Background: an optimization exercise with open tools, aiming at small area. Do not read the settings as production practice. The RTL was checked by simulation tests, not by an equivalence proof against the original design. Power figures rest on the tool's default switching activity, not on a simulated workload.

### run.sh
#!/bin/bash
# synth_recipe.tcl (not shown) runs the flow's synth.tcl, then flattens the netlist and writes it again
# the make line also repeats each setting of config.mk as NAME=value (left out here)
make -C /OpenROAD-flow-scripts/flow DESIGN_CONFIG=/design/flow/config.mk WORK_HOME=/design/flow/orfs CLKGATE_MAP_FILE= SYNTH_SCRIPT=/design/flow/synth_recipe.tcl finish
### config.mk
export PLATFORM = sky130hd
export DESIGN_NAME = YM2149
export DESIGN_NICKNAME = YM2149
export VERILOG_FILES = /design/flow/design.v
export SDC_FILE = /design/flow/constraint.sdc
export NUM_CORES = 4
export LEC_CHECK = 0
export CAP_MARGIN = 20
export CORE_MARGIN = 2
export CORE_UTILIZATION = 40
export SLEW_MARGIN = 20
### constraint.sdc
create_clock -name core_clock -period 10.0 [get_ports {CLK}]
set_input_delay 2.0000 -clock core_clock [delete_from_list [all_inputs] [get_ports {CLK}]]
set_output_delay 2.0000 -clock core_clock [all_outputs]
set_load 0.01 [all_outputs]
### design.v
module YM2149 (
	input      [7:0] I_DA,
	output reg [7:0] O_DA,
	output           O_DA_OE_L,
	input            I_A9_L,
	input            I_A8,
	input            I_BDIR,
	input            I_BC2,
	input            I_BC1,
	input            I_SEL_L,
	input            I_STEREO,
	output reg [7:0] O_AUDIO,
	output reg [1:0] O_CHAN,
	output reg [9:0] O_AUDIO_L,
	output reg [9:0] O_AUDIO_R,
	input      [7:0] I_IOA,
	output     [7:0] O_IOA,
	output           O_IOA_OE_L,
	input      [7:0] I_IOB,
	output     [7:0] O_IOB,
	output           O_IOB_OE_L,
	input            ENA,  
	input            RESET_L,
	input            CLK
);
reg  [3:0] cnt_div;
reg  [3:0] cnt_div_t1;
reg        noise_div;
reg        ena_div;
reg        ena_div_noise;
reg [16:0] poly17;
reg  [7:0] addr;
reg        busctrl_addr;
reg        busctrl_we;
reg        busctrl_re;
reg  [7:0] regs [0:15];
reg        env_reset;
reg  [7:0] ioa_inreg;
reg  [7:0] iob_inreg;
reg  [4:0] noise_gen_cnt;
wire       noise_gen_op;
reg [11:0] tone_gen_cnt1, tone_gen_cnt2, tone_gen_cnt3;
reg  [3:1] tone_gen_op;
reg [15:0] env_gen_cnt;
reg        env_ena;
reg        env_hold;
reg        env_inc;
reg  [4:0] env_vol;
reg        tone_ena_l;
reg        tone_src;
reg        noise_ena_l;
reg  [4:0] chan_vol;
reg  [7:0] dac_amp;
reg  [9:0] vol_l;
reg  [9:0] vol_r;
reg  [9:0] vol_mixer_l;
reg  [9:0] vol_mixer_r;
always @(*) begin : p_busdecode
	reg cs;
	busctrl_addr = 1'b0;
	busctrl_we = 1'b0;
	busctrl_re = 1'b0;
	cs = (!I_A9_L) && I_A8 && (addr[7:4] == 4'b0000);
	case ({I_BDIR, I_BC2, I_BC1})
		3'b001: busctrl_addr = 1'b1;
		3'b011: busctrl_re   = cs;
		3'b100: busctrl_addr = 1'b1;
		3'b110: busctrl_we   = cs;
		3'b111: busctrl_addr = 1'b1;
		default: ;
	endcase
end
assign O_DA_OE_L = ~busctrl_re;
always @(posedge CLK or negedge RESET_L) begin : p_waddr
	if (!RESET_L)
		addr <= 8'd0;
	else if (busctrl_addr)
		addr <= I_DA;
end
always @(posedge CLK or negedge RESET_L) begin : p_wdata
	integer i;
	if (!RESET_L) begin
		for (i = 0; i < 16; i = i + 1) regs[i] <= 8'd0;
		env_reset <= 1'b1;
	end else begin
		env_reset <= 1'b0;
		if (busctrl_we) begin
			regs[addr[3:0]] <= I_DA;
			if (addr[3:0] == 4'hD)
				env_reset <= 1'b1;
		end
	end
end
always @(*) begin : p_rdata
	O_DA = 8'd0;
	if (busctrl_re) begin
		case (addr[3:0])
			4'h0: O_DA = regs[0];
			4'h1: O_DA = {4'b0000, regs[1][3:0]};
			4'h2: O_DA = regs[2];
			4'h3: O_DA = {4'b0000, regs[3][3:0]};
			4'h4: O_DA = regs[4];
			4'h5: O_DA = {4'b0000, regs[5][3:0]};
			4'h6: O_DA = {3'b000, regs[6][4:0]};
			4'h7: O_DA = regs[7];
			4'h8: O_DA = {3'b000, regs[8][4:0]};
			4'h9: O_DA = {3'b000, regs[9][4:0]};
			4'hA: O_DA = {3'b000, regs[10][4:0]};
			4'hB: O_DA = regs[11];
			4'hC: O_DA = regs[12];
			4'hD: O_DA = {4'b0000, regs[13][3:0]};
			4'hE: O_DA = ioa_inreg;  
			4'hF: O_DA = iob_inreg;
			default: ;
		endcase
	end
end
always @(posedge CLK or negedge RESET_L) begin : p_divider
	if (!RESET_L) begin
		cnt_div <= 4'd0;
		noise_div <= 1'b0;
		ena_div <= 1'b0;
		ena_div_noise <= 1'b0;
	end else if (ENA) begin
		ena_div <= 1'b0;
		ena_div_noise <= 1'b0;
		if (cnt_div == 4'b0000) begin
			cnt_div <= {~I_SEL_L, 3'b111};
			ena_div <= 1'b1;
			noise_div <= ~noise_div;
			if (noise_div)
				ena_div_noise <= 1'b1;
		end else
			cnt_div <= cnt_div - 4'd1;
	end
end
wire [4:0] noise_gen_comp = (regs[6][4:0] == 5'b00000) ? 5'b00000 : (regs[6][4:0] - 5'd1);
wire       poly17_zero = (poly17 == 17'd0);
always @(posedge CLK or negedge RESET_L) begin : p_noise_gen
	if (!RESET_L) begin
		noise_gen_cnt <= 5'd0;
		poly17 <= 17'd0;
	end else if (ENA && ena_div_noise) begin  
		if (noise_gen_cnt >= noise_gen_comp) begin
			noise_gen_cnt <= 5'b00000;
			poly17 <= {poly17[0] ^ poly17[2] ^ poly17_zero, poly17[16:1]};
		end else
			noise_gen_cnt <= noise_gen_cnt + 5'd1;
	end
end
assign noise_gen_op = poly17[0];
wire [11:0] tone_gen_freq1 = {regs[1][3:0], regs[0]};
wire [11:0] tone_gen_freq2 = {regs[3][3:0], regs[2]};
wire [11:0] tone_gen_freq3 = {regs[5][3:0], regs[4]};
wire [11:0] tone_gen_comp1 = (tone_gen_freq1 == 12'h000) ? 12'h000 : (tone_gen_freq1 - 12'd1);
wire [11:0] tone_gen_comp2 = (tone_gen_freq2 == 12'h000) ? 12'h000 : (tone_gen_freq2 - 12'd1);
wire [11:0] tone_gen_comp3 = (tone_gen_freq3 == 12'h000) ? 12'h000 : (tone_gen_freq3 - 12'd1);
always @(posedge CLK or negedge RESET_L) begin : p_tone_gens
	if (!RESET_L) begin
		tone_gen_cnt1 <= 12'd0;
		tone_gen_cnt2 <= 12'd0;
		tone_gen_cnt3 <= 12'd0;
		tone_gen_op <= 3'b000;
	end else if (ENA && ena_div) begin  
		if (tone_gen_cnt1 >= tone_gen_comp1) begin
			tone_gen_cnt1 <= 12'h000;
			tone_gen_op[1] <= ~tone_gen_op[1];
		end else
			tone_gen_cnt1 <= tone_gen_cnt1 + 12'd1;
		if (tone_gen_cnt2 >= tone_gen_comp2) begin
			tone_gen_cnt2 <= 12'h000;
			tone_gen_op[2] <= ~tone_gen_op[2];
		end else
			tone_gen_cnt2 <= tone_gen_cnt2 + 12'd1;
		if (tone_gen_cnt3 >= tone_gen_comp3) begin
			tone_gen_cnt3 <= 12'h000;
			tone_gen_op[3] <= ~tone_gen_op[3];
		end else
			tone_gen_cnt3 <= tone_gen_cnt3 + 12'd1;
	end
end
wire [15:0] env_gen_freq = {regs[12], regs[11]};
wire [15:0] env_gen_comp = (env_gen_freq == 16'h0000) ? 16'h0000 : (env_gen_freq - 16'd1);
always @(posedge CLK or negedge RESET_L) begin : p_envelope_freq
	if (!RESET_L) begin
		env_gen_cnt <= 16'd0;
		env_ena <= 1'b0;
	end else if (ENA) begin
		env_ena <= 1'b0;
		if (ena_div) begin  
			if (env_gen_cnt >= env_gen_comp) begin
				env_gen_cnt <= 16'h0000;
				env_ena <= 1'b1;
			end else
				env_gen_cnt <= env_gen_cnt + 16'd1;
		end
	end
end
wire is_bot    = (env_vol == 5'b00000);
wire is_bot_p1 = (env_vol == 5'b00001);
wire is_top_m1 = (env_vol == 5'b11110);
wire is_top    = (env_vol == 5'b11111);
always @(posedge CLK) begin : p_envelope_shape
	if (env_reset) begin
		if (!regs[13][2]) begin  
			env_vol <= 5'b11111;
			env_inc <= 1'b0;  
		end else begin
			env_vol <= 5'b00000;
			env_inc <= 1'b1;  
		end
		env_hold <= 1'b0;
	end else begin
		if (ENA && env_ena) begin
			if (!env_hold) begin
				if (env_inc)
					env_vol <= env_vol + 5'b00001;
				else
					env_vol <= env_vol + 5'b11111;
			end
			if (!regs[13][3]) begin
				if (!env_inc) begin  
					if (is_bot_p1) env_hold <= 1'b1;
				end else begin
					if (is_top) env_hold <= 1'b1;
				end
			end else begin
				if (regs[13][0]) begin  
					if (!env_inc) begin  
						if (regs[13][1]) begin  
							if (is_bot) env_hold <= 1'b1;
						end else begin
							if (is_bot_p1) env_hold <= 1'b1;
						end
					end else begin
						if (regs[13][1]) begin  
							if (is_top) env_hold <= 1'b1;
						end else begin
							if (is_top_m1) env_hold <= 1'b1;
						end
					end
				end else if (regs[13][1]) begin  
					if (!env_inc) begin  
						if (is_bot_p1) env_hold <= 1'b1;
						if (is_bot) begin env_hold <= 1'b0; env_inc <= 1'b1; end
					end else begin
						if (is_top_m1) env_hold <= 1'b1;
						if (is_top) begin env_hold <= 1'b0; env_inc <= 1'b0; end
					end
				end
			end
		end
	end
end
always @(*) begin : p_chan_mixer
	tone_ena_l  = 1'b1; tone_src = 1'b1;
	noise_ena_l = 1'b1; chan_vol = 5'b00000;
	case (cnt_div[1:0])
		2'b00: begin
			tone_ena_l  = regs[7][0]; tone_src = tone_gen_op[1]; chan_vol = regs[8][4:0];
			noise_ena_l = regs[7][3];
		end
		2'b01: begin
			tone_ena_l  = regs[7][1]; tone_src = tone_gen_op[2]; chan_vol = regs[9][4:0];
			noise_ena_l = regs[7][4];
		end
		2'b10: begin
			tone_ena_l  = regs[7][2]; tone_src = tone_gen_op[3]; chan_vol = regs[10][4:0];
			noise_ena_l = regs[7][5];
		end
		default: ;  
	endcase
end
wire       chan_mixed = (tone_ena_l | tone_src) & (noise_ena_l | noise_gen_op);
reg  [4:0] chan_amp;
always @(*) begin : p_chan_amp
	chan_amp = 5'b00000;
	if (chan_mixed) begin
		if (!chan_vol[4]) begin
			if (chan_vol[3:0] == 4'b0000)  
				chan_amp = 5'b00000;
			else
				chan_amp = {chan_vol[3:0], 1'b1};  
		end else
			chan_amp = env_vol[4:0];
	end
end
always @(posedge CLK or negedge RESET_L) begin : p_op_mixer
	if (!RESET_L) begin
		dac_amp <= 8'h00;
		cnt_div_t1 <= 4'd0;
	end else if (ENA) begin
		case (chan_amp)
			5'b11111: dac_amp <= 8'hFF;
			5'b11110: dac_amp <= 8'hD9;
			5'b11101: dac_amp <= 8'hBA;
			5'b11100: dac_amp <= 8'h9F;
			5'b11011: dac_amp <= 8'h88;
			5'b11010: dac_amp <= 8'h74;
			5'b11001: dac_amp <= 8'h63;
			5'b11000: dac_amp <= 8'h54;
			5'b10111: dac_amp <= 8'h48;
			5'b10110: dac_amp <= 8'h3D;
			5'b10101: dac_amp <= 8'h34;
			5'b10100: dac_amp <= 8'h2C;
			5'b10011: dac_amp <= 8'h25;
			5'b10010: dac_amp <= 8'h1F;
			5'b10001: dac_amp <= 8'h1A;
			5'b10000: dac_amp <= 8'h16;
			5'b01111: dac_amp <= 8'h13;
			5'b01110: dac_amp <= 8'h10;
			5'b01101: dac_amp <= 8'h0D;
			5'b01100: dac_amp <= 8'h0B;
			5'b01011: dac_amp <= 8'h09;
			5'b01010: dac_amp <= 8'h08;
			5'b01001: dac_amp <= 8'h07;
			5'b01000: dac_amp <= 8'h06;
			5'b00111: dac_amp <= 8'h05;
			5'b00110: dac_amp <= 8'h04;
			5'b00101: dac_amp <= 8'h03;
			5'b00100: dac_amp <= 8'h03;
			5'b00011: dac_amp <= 8'h02;
			5'b00010: dac_amp <= 8'h02;
			5'b00001: dac_amp <= 8'h01;
			default:  dac_amp <= 8'h00;
		endcase
		cnt_div_t1 <= cnt_div;
	end
end
always @(posedge CLK or negedge RESET_L) begin : p_audio_output
	if (!RESET_L) begin
		O_AUDIO <= 8'd0;
		O_CHAN  <= 2'd0;
	end else if (ENA) begin
		O_AUDIO <= dac_amp[7:0];
		O_CHAN  <= cnt_div_t1[1:0];
	end
end
always @(posedge CLK or negedge RESET_L) begin : p_chan_mixer_linear
	if (!RESET_L) begin
		vol_l <= 10'd0;
		vol_r <= 10'd0;
		vol_mixer_l <= 10'd0;
		vol_mixer_r <= 10'd0;
	end else if (ENA) begin
		case (cnt_div_t1[1:0])
			2'b10: begin  
				vol_r <= {2'b00, dac_amp};
				if (!I_STEREO)
					vol_l <= {2'b00, dac_amp};
				else
					vol_l <= 10'd0;
			end
			2'b01: begin  
				vol_l <= vol_l + dac_amp;
				vol_r <= vol_r + dac_amp;
			end
			2'b00: begin  
				if (!I_STEREO)
					vol_r <= vol_r + dac_amp;
				vol_l <= vol_l + dac_amp;
			end
			default: begin
				vol_mixer_l <= vol_l;
				vol_mixer_r <= vol_r;
			end
		endcase
	end
end
always @(posedge CLK) begin : p_vol_out
	if (!RESET_L) begin
		O_AUDIO_L <= 10'd0;
		O_AUDIO_R <= 10'd0;
	end else begin
		O_AUDIO_L <= vol_mixer_l;
		O_AUDIO_R <= vol_mixer_r;
	end
end
assign O_IOA      = regs[14];
assign O_IOA_OE_L = ~regs[7][6];
assign O_IOB      = regs[15];
assign O_IOB_OE_L = ~regs[7][7];
always @(posedge CLK) begin : p_io_ports_inreg
	ioa_inreg <= I_IOA;
	iob_inreg <= I_IOB;
end
endmodule
==> metrics.md <==
| Metric | Value |
|---|---|
| MaxCap Viol Count | `0` |
| GRT Resource Usage Total | `19.8%` |
| Switching part of the total | `29.7%` |
| WP data required | `8.00 ns` |
| Post-synthesis sequential area ratio | `44.2%` |
| Share of layout cells above drive strength 1 | `13.9%` |
| Ys async rst share | `85.5%` |
| Worst path top cell family by delay | `buffers and inverters` |
| PwrDens | `184 nW/um^2` |
| Slew HR | `27.3%` |
| Worst setup EP type | `output pin` |
| Met1 Use GR | `27.1%` |
| Worst Hold Margin | `0.471 ns` |
| Vias in the first global route | `12200` |
| DR WL/cell | `18.2 um` |
| Port Buffers | `90` |
| WL final | `41.4 mm` |
| Clk_skew | `0.0276 ns` |
| Initial antenna violation count | `0` |
| Clock tree buffer depth | `3` |
| Pint | `2.47 mW` |
| Reg2reg start | `regs[12][3]$_DFFE_PN0P_` |
| # setup viols final | `0` |
| Post-CTS Setup Bufs | `0` |
| Die width | `207 um` |
| Clock Tree Root | `clkbuf_16` |
| HP Start | `vol_mixer_l[0]$_DFFE_PN0P_` |
| GRT overflow | `0` |
| Core area | `40700 sq um` |
| Synthesized flop and latch total | `297` |
| Vias/cell | `5.50` |
| Status | `finished clean` |
| CP Launch Point | `I_BC2` |
| Crit-path max cell delay | `0.61 ns` |
| CTS clock-pin slew for the worst setup and hold paths | `0.06 ns` |
| CP startpoint kind | `primary input` |
| HPWL Detailed | `29.4 mm` |
| Worst-Skew Late Latency | `0.55 ns` |
| Residual DRC | `0` |
| Peak Freq | `164 MHz` |
| # H-tree levels | `2` |
| M2 GR Usage | `31.6%` |
| Number of CTS-inserted buffers | `35` |
| Minimum clock period | `6.11 ns` |
| Cell area after synthesis | `16500 sq um` |
| CP Class | `primary input to output pin` |
| Register share of total power | `42.0%` |
| Num ports | `91` |
| ANT nets after route | `0` |
| Slowest cell on the critical path | `clkdlybuf4s50_1` |
| Maximum vdd drop | `98.7 uV` |
| P_sw | `1.04 mW` |
| Initial Util | `40.4%` |
| Area growth from synthesis to layout | `16.0%` |
| CP dominant cell by count | `clkdlybuf4s50_1` |
| Largest net degree at the start of global routing | `105` |
| Routability Congestion | `0.895` |
| Slew at the pin closest to its max-slew limit | `1.09 ns` |
| Combinational share of power | `19.9%` |
| Hold Path Class | `flip-flop to flip-flop` |
| Die area | `42800 sq um` |
| Clk pwr share | `38.1%` |
| Post-CTS Resized | `0` |
| Count of mapped cells out of synthesis | `1634` |
| Fillers | `3874` |
| Period utilization | `61.1%` |
| Crit-path max FO | `7` |
| First-pass GRT wire length | `66.6 mm` |
| First-pass DRT Iterations | `5` |
| Unique masters post-synth | `79` |
| Synthesized Nets | `1773` |
| Via count | `12500` |
| Final Max Slew Viols | `0` |
| Synth warn | `2` |
| CTS tree | `done` |
| Pleak | `8.75 nW` |
| PnR Total Power | `3.51 mW` |
| Most frequent cells in the layout | `dfrtp_1, nand2_1, mux2_2` |
| Core Util, Final | `46.9%` |
| Setup TNS | `0 ns` |
| Hold_buf cts | `0` |
| GRT busiest layer | `met2` |
| Post-synth EDFFs | `6` |
| NumNets Final | `1851` |
| Worst Path Buf+Inv | `3` |
| RSZ-0062 raised after global routing | `false` |
| Clk sinks | `297` |
| Worst path cell trace | `clkdlybuf4s50_1, nand4b_1, nor3b_1, buf_4, o21ai_0, a21oi_1, clkdlybuf4s50_1` |
| Arr. time, crit path | `4.11 ns` |
| DR iter-0 viols | `770` |
| Core Rows | `74` |
| Synthesized area per cell | `10.1 sq um` |
| Most common cell after layout, fill and taps aside | `dfrtp_1` |
| Top FF cell, synth | `dfrtp_1` |
| Chip height | `207 um` |
| Final Hold Vio Count | `0` |
| GR Layer Usage met3 | `3.61%` |
==> cells in the mapped netlist, types with 11 or more instances <==
master | count | area share, %
a211oi_1 | 11 | 0.50
a21o_1 | 37 | 1.7
a21oi_1 | 70 | 2.1
a22o_1 | 11 | 0.58
a31oi_1 | 14 | 0.53
and2_1 | 30 | 1.1
and3_1 | 21 | 0.80
clkbuf_1 | 49 | 1.1
dfrtp_1 | 253 | 38
dfxtp_1 | 37 | 4.5
ha_1 | 102 | 7.7
inv_1 | 62 | 1.4
mux2_2 | 155 | 11
mux2i_1 | 23 | 1.4
nand2_1 | 166 | 3.8
nand2b_1 | 21 | 0.80
nand3_1 | 31 | 0.94
nand4_1 | 17 | 0.65
nor2_1 | 122 | 2.8
nor2b_1 | 19 | 0.72
nor3_1 | 40 | 1.2
nor4_1 | 20 | 0.76
o21ai_0 | 85 | 2.6
xnor2_1 | 32 | 1.7
xor2_1 | 52 | 2.8
==> power by group through the flow <==
stage	sequential [mW]	combinational, mW	clock [mW]
final	1.48	0.698	1.34
after global routing	1.50	0.795	1.42
after CTS	1.48	0.702	1.37
after detailed placement	1.50	0.697	0
after global placement	1.49	0.680	0
after floorplan	1.44	0.517	0
==> final timing paths <==
kind                       cells after the start  slack (ns)                           to
max                                            7        3.89                      O_DA[3]
min                                            1        0.47      O_AUDIO_L[0]$_SDFF_PN0_
max reg2reg                                   12        5.81  env_gen_cnt[12]$_DFFE_PN0P_
min reg2reg                                    1        0.47      O_AUDIO_L[0]$_SDFF_PN0_
max in group asynchronous                      2        7.17       poly17[12]$_DFFE_PN0P_
min in group asynchronous                      1        1.46   env_gen_cnt[5]$_DFFE_PN0P_
==> final cells by class <==
class | instances | area (sq um) | area share [%]
Inverter | 63 | 236 | 1.24
Antenna cell | 1 | 2.50 | 0.0131
Clock inverter | 16 | 171 | 0.897
Multi-Input combinational cell | 1213 | 8710 | 45.6
Tap cell | 532 | 666 | 3.48
Timing Repair Buffer | 102 | 996 | 5.21
Clock buffer | 48 | 1050 | 5.48
Sequential cell | 297 | 7280 | 38.1
==> state kept, by name, indices dropped and copies added, names as in the netlist, 4 cells and up <==
name           count
env_gen_cnt       16
poly17            17
vol_r             10
regs             100
noise_gen_cnt      5
ioa_inreg          8
iob_inreg          8
vol_mixer_l       10
O_AUDIO            8
dac_amp            8
vol_mixer_r       10
O_AUDIO_L         10
tone_gen_cnt1     12
cnt_div            4
tone_gen_cnt3     12
env_vol            5
O_AUDIO_R         10
addr               8
tone_gen_cnt2     12
vol_l             10
==> logic make-up after synthesis <==
kind of cell	count (synthesis)	share of synthesized area, %
buffers and inverters	124	2.92
muxes	179	12.1
AOI/OAI and AO/OA	317	12.6
DFF	297	44.2
and+or+nand+nor	528	15.6
xor gates and xnor gates	84	4.47
adders and majority gates	105	8.11
==> layer usage <==
metal	wire length, um	share of wire [%]
met5	0	0
met4	1070	2.6
met3	2180	5.3
met2	19100	46
met1	19100	46
==> per-stage QoR <==
step	cells	area (sq um)	setup WS, ns
final	2272	19100	3.89
after global routing	2271	19100	3.64
after CTS	2271	19100	3.87
after detailed placement	2207	17900	3.88
after global placement	2207	17900	3.89
after floorplan	1634	16500	4.94

## static timing again, ports no longer ideal
The results above use ideal ports. As a check the final layout listed here was re-extracted and re-timed, cells and wires unchanged.
Step 1, drivers: a clkbuf_16 drives CLK and a buf_2 each remaining input, both assumed.
Step 2, shift: input delay + t, output delay - t, t = (earliest + latest rising clock arrival at the registers) / 2. This alone moves slack from input paths to output paths.
a / b / c = ideal ports / drivers / drivers and shift; a / b = the first two.
t (ns): 0.593
slack for setup (ns): 3.889 / 3.866 / 3.866
hold WS [ns]: 0.471 / 0.471 / 0.471
latest minus earliest clock arrival (ns): 0.027 / 0.028
worst data-port slew with drivers (ns): 0.05
After both steps setup and hold are still met in this run. For this run, drivers alone change the setup slack by -0.023 ns; drivers and shift together by -0.023 ns.
